Source: an optimization exercise on an open RTL-to-GDS flow (aim: small area). Production flows keep margins and buffers that such runs may drop. Where RTL was checked, it was by simulation tests only, not by an equivalence proof against the original.

==> 06-28 <==
## CORDIC_Rotation_top
module CORDIC_Rotation_top #(
        parameter DATA_WIDTH = 16,
        parameter CORDIC_WIDTH = 22,
        parameter ANGLE_WIDTH = 16,
        parameter CORDIC_STAGES = 16
    ) (
        input clk,
        input nreset,
        input enable_in,
        input angle_microRot_n,
        input signed [DATA_WIDTH-1:0] x_in,
        input signed [DATA_WIDTH-1:0] y_in,
        input signed [ANGLE_WIDTH-1:0] angle_in,
        input [CORDIC_STAGES-1:0] microRot_dir_in,
        input microRot_vld,
        input [1:0] quad_in,
        output signed [DATA_WIDTH-1:0] x_out,
        output signed [DATA_WIDTH-1:0] y_out,
        output output_valid_o,
        output rot_active_o
    );
==> module rot_block_last_stage, before the edit <==
module rot_block_last_stage #(
        parameter WI = 14,
        parameter WO = 14,
        parameter [15:0] ATAN = 16'h0
    ) (
        input  [WI-1:0] r_in,
        output [WO-1:0] r_out
    );
    function integer lsb1(input [15:0] v);
        integer n;
        begin
            lsb1 = 16;
            for (n = 15; n >= 0; n = n - 1)
                if (v[n]) lsb1 = n;
        end
    endfunction
    localparam Z = lsb1(ATAN);
    wire          s  = r_in[WI-1];
    wire [WO-1:0] ri = r_in[WO-1:0];
    wire [WO-1:0] b  = ATAN[WO-1:0] ^ {WO{~s}};
    wire [WO:0]   c;
    assign c[Z] = ~s;
    genvar j;
    generate
        for (j = 0; j < WO; j = j + 1) begin : bitj
            if (j < Z) begin : pass
                assign r_out[j] = ri[j];
            end else if (j == WO - 1) begin : top
                assign r_out[j] = ri[j] ^ b[j] ^ c[j];
            end else begin : full
                fa_cell f (.a(ri[j]), .b(b[j]), .c(c[j]), .s(r_out[j]), .co(c[j+1]));
            end
        end
    endgenerate
endmodule
==> flow/config.mk <==
export PLATFORM = sky130hd
export DESIGN_NAME = CORDIC_Rotation_top
export DESIGN_NICKNAME = CORDIC_Rotation_top
export VERILOG_FILES = /design/flow/design.v
export SDC_FILE = /design/flow/constraint.sdc
export NUM_CORES = 4
export LEC_CHECK = 0
export CAP_MARGIN = 20
export CORE_MARGIN = 2
export CORE_UTILIZATION = 75
export CTS_BUF_LIST = sky130_fd_sc_hd__clkbuf_8
export CTS_CLUSTER_DIAMETER = 70
export CTS_CLUSTER_SIZE = 16
export PLACE_DENSITY = 0.85
export SLEW_MARGIN = 20
export SYNTH_HIERARCHICAL = 1
==> flow/constraint.sdc <==
create_clock -name core_clock -period 10.0 [get_ports {clk}]
set_input_delay 2.0000 -clock core_clock [delete_from_list [all_inputs] [get_ports {clk}]]
set_output_delay 2.0000 -clock core_clock [all_outputs]
set_load 0.01 [all_outputs]
standard.sh (not shown) runs the stock make flow with config.mk's settings and CLKGATE_MAP_FILE= SYNTH_SCRIPT=/design/flow/synth_recipe.tcl, a recipe that flattens the netlist after the stock synthesis.
==> flow/flow/run.sh <==
#!/bin/bash
set -o pipefail
CTS="-sink_clustering_enable -repair_clock_nets -sink_clustering_size 10 -sink_clustering_max_diameter 50 -buf_list sky130_fd_sc_hd__clkbuf_4 -dont_use_dummy_load"
bash standard.sh \
    BUFFER_PORTS_ARGS="-buffer_cell sky130_fd_sc_hd__buf_1" \
    CTS_ARGS="$CTS" \
    RECOVER_POWER=100 \
    POST_GLOBAL_ROUTE_TCL="$PWD/flow/post_grt.tcl" \
    finish > standard_flow.log 2>&1
==> flow/flow/post_grt.tcl <==
# After the power recovery at the end of global routing: repair max slew / max capacitance /
# fanout again (the recovery may have downsized drivers of high-fanout nets such as the
# reset), then re-route the changed nets and rewrite the route guides.
global_route -start_incremental
repair_design_helper
detailed_placement
global_route -end_incremental
estimate_parasitics -global_routing
write_guides $::env(RESULTS_DIR)/route.guide
==> 05-20 (differences from 06-28) <==
--- a/flow/design.v
+++ b/flow/design.v
@@ -124,30 +124,7 @@
         output [WO-1:0] r_out
     );
-    function integer lsb1(input [15:0] v);
-        integer n;
-        begin
-            lsb1 = 16;
-            for (n = 15; n >= 0; n = n - 1)
-                if (v[n]) lsb1 = n;
-        end
-    endfunction
-    localparam Z = lsb1(ATAN);
-    wire          s  = r_in[WI-1];
     wire [WO-1:0] ri = r_in[WO-1:0];
-    wire [WO-1:0] b  = ATAN[WO-1:0] ^ {WO{~s}};
-    wire [WO:0]   c;
-    assign c[Z] = ~s;
-    genvar j;
-    generate
-        for (j = 0; j < WO; j = j + 1) begin : bitj
-            if (j < Z) begin : pass
-                assign r_out[j] = ri[j];
-            end else if (j == WO - 1) begin : top
-                assign r_out[j] = ri[j] ^ b[j] ^ c[j];
-            end else begin : full
-                fa_cell f (.a(ri[j]), .b(b[j]), .c(c[j]), .s(r_out[j]), .co(c[j+1]));
-            end
-        end
-    endgenerate
+    wire [WO-1:0] at = ATAN[WO-1:0];
+    assign r_out = r_in[WI-1] ? ri + at : ri - at;
 endmodule
 module output_scale (
==> flow/flow/run.sh (replaced) <==
#!/bin/bash
set -o pipefail
bash standard.sh BUFFER_PORTS_ARGS="-buffer_cell sky130_fd_sc_hd__buf_1" finish > standard_flow.log 2>&1
removed: flow/flow/post_grt.tcl
==> 12-14 (differences from 06-28) <==
--- a/flow/design.v
+++ b/flow/design.v
@@ -124,30 +124,7 @@
         output [WO-1:0] r_out
     );
-    function integer lsb1(input [15:0] v);
-        integer n;
-        begin
-            lsb1 = 16;
-            for (n = 15; n >= 0; n = n - 1)
-                if (v[n]) lsb1 = n;
-        end
-    endfunction
-    localparam Z = lsb1(ATAN);
-    wire          s  = r_in[WI-1];
     wire [WO-1:0] ri = r_in[WO-1:0];
-    wire [WO-1:0] b  = ATAN[WO-1:0] ^ {WO{~s}};
-    wire [WO:0]   c;
-    assign c[Z] = ~s;
-    genvar j;
-    generate
-        for (j = 0; j < WO; j = j + 1) begin : bitj
-            if (j < Z) begin : pass
-                assign r_out[j] = ri[j];
-            end else if (j == WO - 1) begin : top
-                assign r_out[j] = ri[j] ^ b[j] ^ c[j];
-            end else begin : full
-                fa_cell f (.a(ri[j]), .b(b[j]), .c(c[j]), .s(r_out[j]), .co(c[j+1]));
-            end
-        end
-    endgenerate
+    wire [WO-1:0] at = ATAN[WO-1:0];
+    assign r_out = r_in[WI-1] ? ri + at : ri - at;
 endmodule
 module output_scale (
==> flow/flow/run.sh (replaced) <==
#!/bin/bash
set -o pipefail
CTS="-sink_clustering_enable -repair_clock_nets -sink_clustering_size 20 -sink_clustering_max_diameter 70 -buf_list sky130_fd_sc_hd__clkbuf_8 -dont_use_dummy_load"
bash standard.sh \
    BUFFER_PORTS_ARGS="-buffer_cell sky130_fd_sc_hd__buf_1" \
    CTS_ARGS="$CTS" \
    RECOVER_POWER=100 \
    POST_GLOBAL_ROUTE_TCL="$PWD/flow/post_grt.tcl" \
    finish > standard_flow.log 2>&1
==> flow_summary_export.csv <==
group,metric,value,unit
detailed_routing,num_vias,22470,
critical_path,crit_start,"microRot_dir_in[7]",
cells_and_area,multi_input_comb_cells,2116,
cells_and_area,area_growth,2.94,%
grt,use_met3,2.85,%
die,design.core.area,60500,sq um
critical_path,r2r-end,"yor_q[14]",
critical_path,crit_buf_inv,2,
cells_and_area,nFillCells,3534,
cells_and_area,stdcell_area,47200,sq um
timing,relSlewSlack,26.5,%
detailed_routing,wl_per_cell,19.3,um
outcome,status,"complete, no violations",
detailed_routing,drt-met1-wl,30.1,mm
hold_path,hold_path.startpoint,"v[10]",
die,die-area,63200,sq um
synth,syn-num-nets,4114,
critical_path,rr_startpoint,"stg[15].yr[15]",
detailed_routing,met2_length,43.4,mm
cells_and_area,layout.cells.non_filler,4023,
(the above is from 12-14)
==> flow_summary_export.csv <==
group,metric,value,unit
critical_path,crit_buf_inv,1,
critical_path,required,10.78,ns
cells_and_area,layout.cells.non_filler,3759,
die,design.core.area,58800,sq um
detailed_routing,met2_length,40.9,mm
critical_path,crit_start,"microRot_dir_in[5]",
cells_and_area,area_growth,3.47,%
detailed_routing,drt-met1-wl,28.2,mm
detailed_routing,wl_per_cell,19.5,um
critical_path,rr_startpoint,"stg[15].xr[17]",
cells_and_area,stdcell_area,46000,sq um
cells_and_area,nFillCells,3425,
outcome,status,"complete, no violations",
synth,syn-num-nets,3809,
hold_path,hold_path.startpoint,"res[8].rr[0]",
critical_path,r2r-end,"xor_q[14]",
grt,use_met3,3.81,%
timing,relSlewSlack,33.8,%
(the above is from 06-28)
==> flow_summary_export.csv <==
group,metric,value,unit
outcome,status,"complete, no violations",
critical_path,r2r-end,"xor_q[14]",
cells_and_area,layout.cells.non_filler,4044,
critical_path,rr_startpoint,"stg[15].xr[11]",
cells_and_area,stdcell_area,47900,sq um
cts,numCtsBuffers,60,
cells_and_area,area_growth,4.33,%
detailed_routing,drt-met1-wl,30.3,mm
detailed_routing,met2_length,43.9,mm
detailed_routing,wl_per_cell,19.5,um
cells_and_area,multi_input_comb_cells,2116,
cells_and_area,nFillCells,3410,
critical_path,crit_start,"microRot_dir_in[4]",
detailed_routing,num_vias,22624,
critical_path,regToRegSetupSlack,0.80,ns
grt,use_met3,3.59,%
hold_path,hold_path.startpoint,"v[10]",
die,die-area,63200,sq um
die,design.core.area,60500,sq um
(the above is from 05-20)

========
==> inputs of v1 <==
Another version of the RTL of CORDIC_Rotation_top (not shown whole).
clock: 10.0 ns
lec_check: 0
cap_margin: 20
core_margin: 2
core_utilization: 60
cts_buf_list: sky130_fd_sc_hd__clkbuf_16
cts_cluster_diameter: 100
cts_cluster_size: 35
place_density: 0.75
slew_margin: 20
run.sh (not shown) runs the stock make flow with config.mk's settings and CLKGATE_MAP_FILE= SYNTH_SCRIPT=/design/flow/synth_recipe.tcl, a recipe that flattens the netlist after the stock synthesis.
Stock flow here: none of the scripts above is used.
==> inputs of v7, as changes to v1 <==
- CTS_BUF_LIST: sky130_fd_sc_hd__clkbuf_16 -> sky130_fd_sc_hd__clkbuf_8
- CTS_CLUSTER_DIAMETER: 100 -> 80
- CTS_CLUSTER_SIZE: 35 -> 20
==> summary.txt <==
item                                                                           v7                          v1
Result of the run                                      complete, but fails checks  complete, but fails checks
Reasons for failing layout checks                            negative setup slack        negative setup slack
Met3 track demand over resource in global routing                          3.000%                      2.501%
GR Util All Layers                                                         21.47%                      21.79%
Master cell of the clock root buffer                                     clkbuf_8                   clkbuf_16
Total met3 wirelength after detailed routing                             2.662 mm                    2.201 mm
Min Hold Slack                                                          0.3239 ns                   0.3408 ns
CTS clock-pin slew for the worst setup and hold paths                     0.11 ns                     0.12 ns
Post-cts resize count                                                          37                          71
FILL cells                                                                   5104                        4963
Non-clock buffering overhead in the final layout                           4.313%                      4.567%
Non-filler cells, final                                                      4457                        4456
Non-clock buffer count in the final layout                                    246                         256
Fraction of area in registers                                              34.59%                      34.19%
Share of cell area taken by multi-input logic gates                        53.68%                      53.47%
No functional check of the RTL was part of any run of this note.

==> afterwards: timing with drivers on the ports <==
The flow's constraints put no driver on any port. The routed layouts listed below were extracted and timed again, unchanged, in two steps. Step 1 assumes that a clkbuf_16 drives the clock port and a buf_2 every other input. Step 2, shift: input delay + t, output delay - t, t = (earliest + latest rising clock arrival at the registers) / 2. This alone moves slack from input paths to output paths. Slacks: ideal ports / drivers / drivers and shift; pairs: ideal ports / drivers.
run | t, ns | slack for setup (ns) | worst data-port slew with drivers (ns)
06-28 | 0.896 | 0.353 / 0.386 / -0.510 | 0.06
05-20 | 0.775 | 0.406 / 0.430 / -0.345 | 0.04
12-14 | 0.723 | 0.261 / 0.292 / -0.430 | 0.04
v1 | 0.659 | -5.885 / -5.885 / -5.885 | 0.07
v7 | 0.750 | -5.860 / -5.860 / -5.860 | 0.06
With both steps, setup timing fails in 06-28, 05-20 and 12-14, where it was met with ideal ports. For 06-28, which loses most, drivers alone change the setup slack by +0.033 ns; drivers and shift together by -0.863 ns.
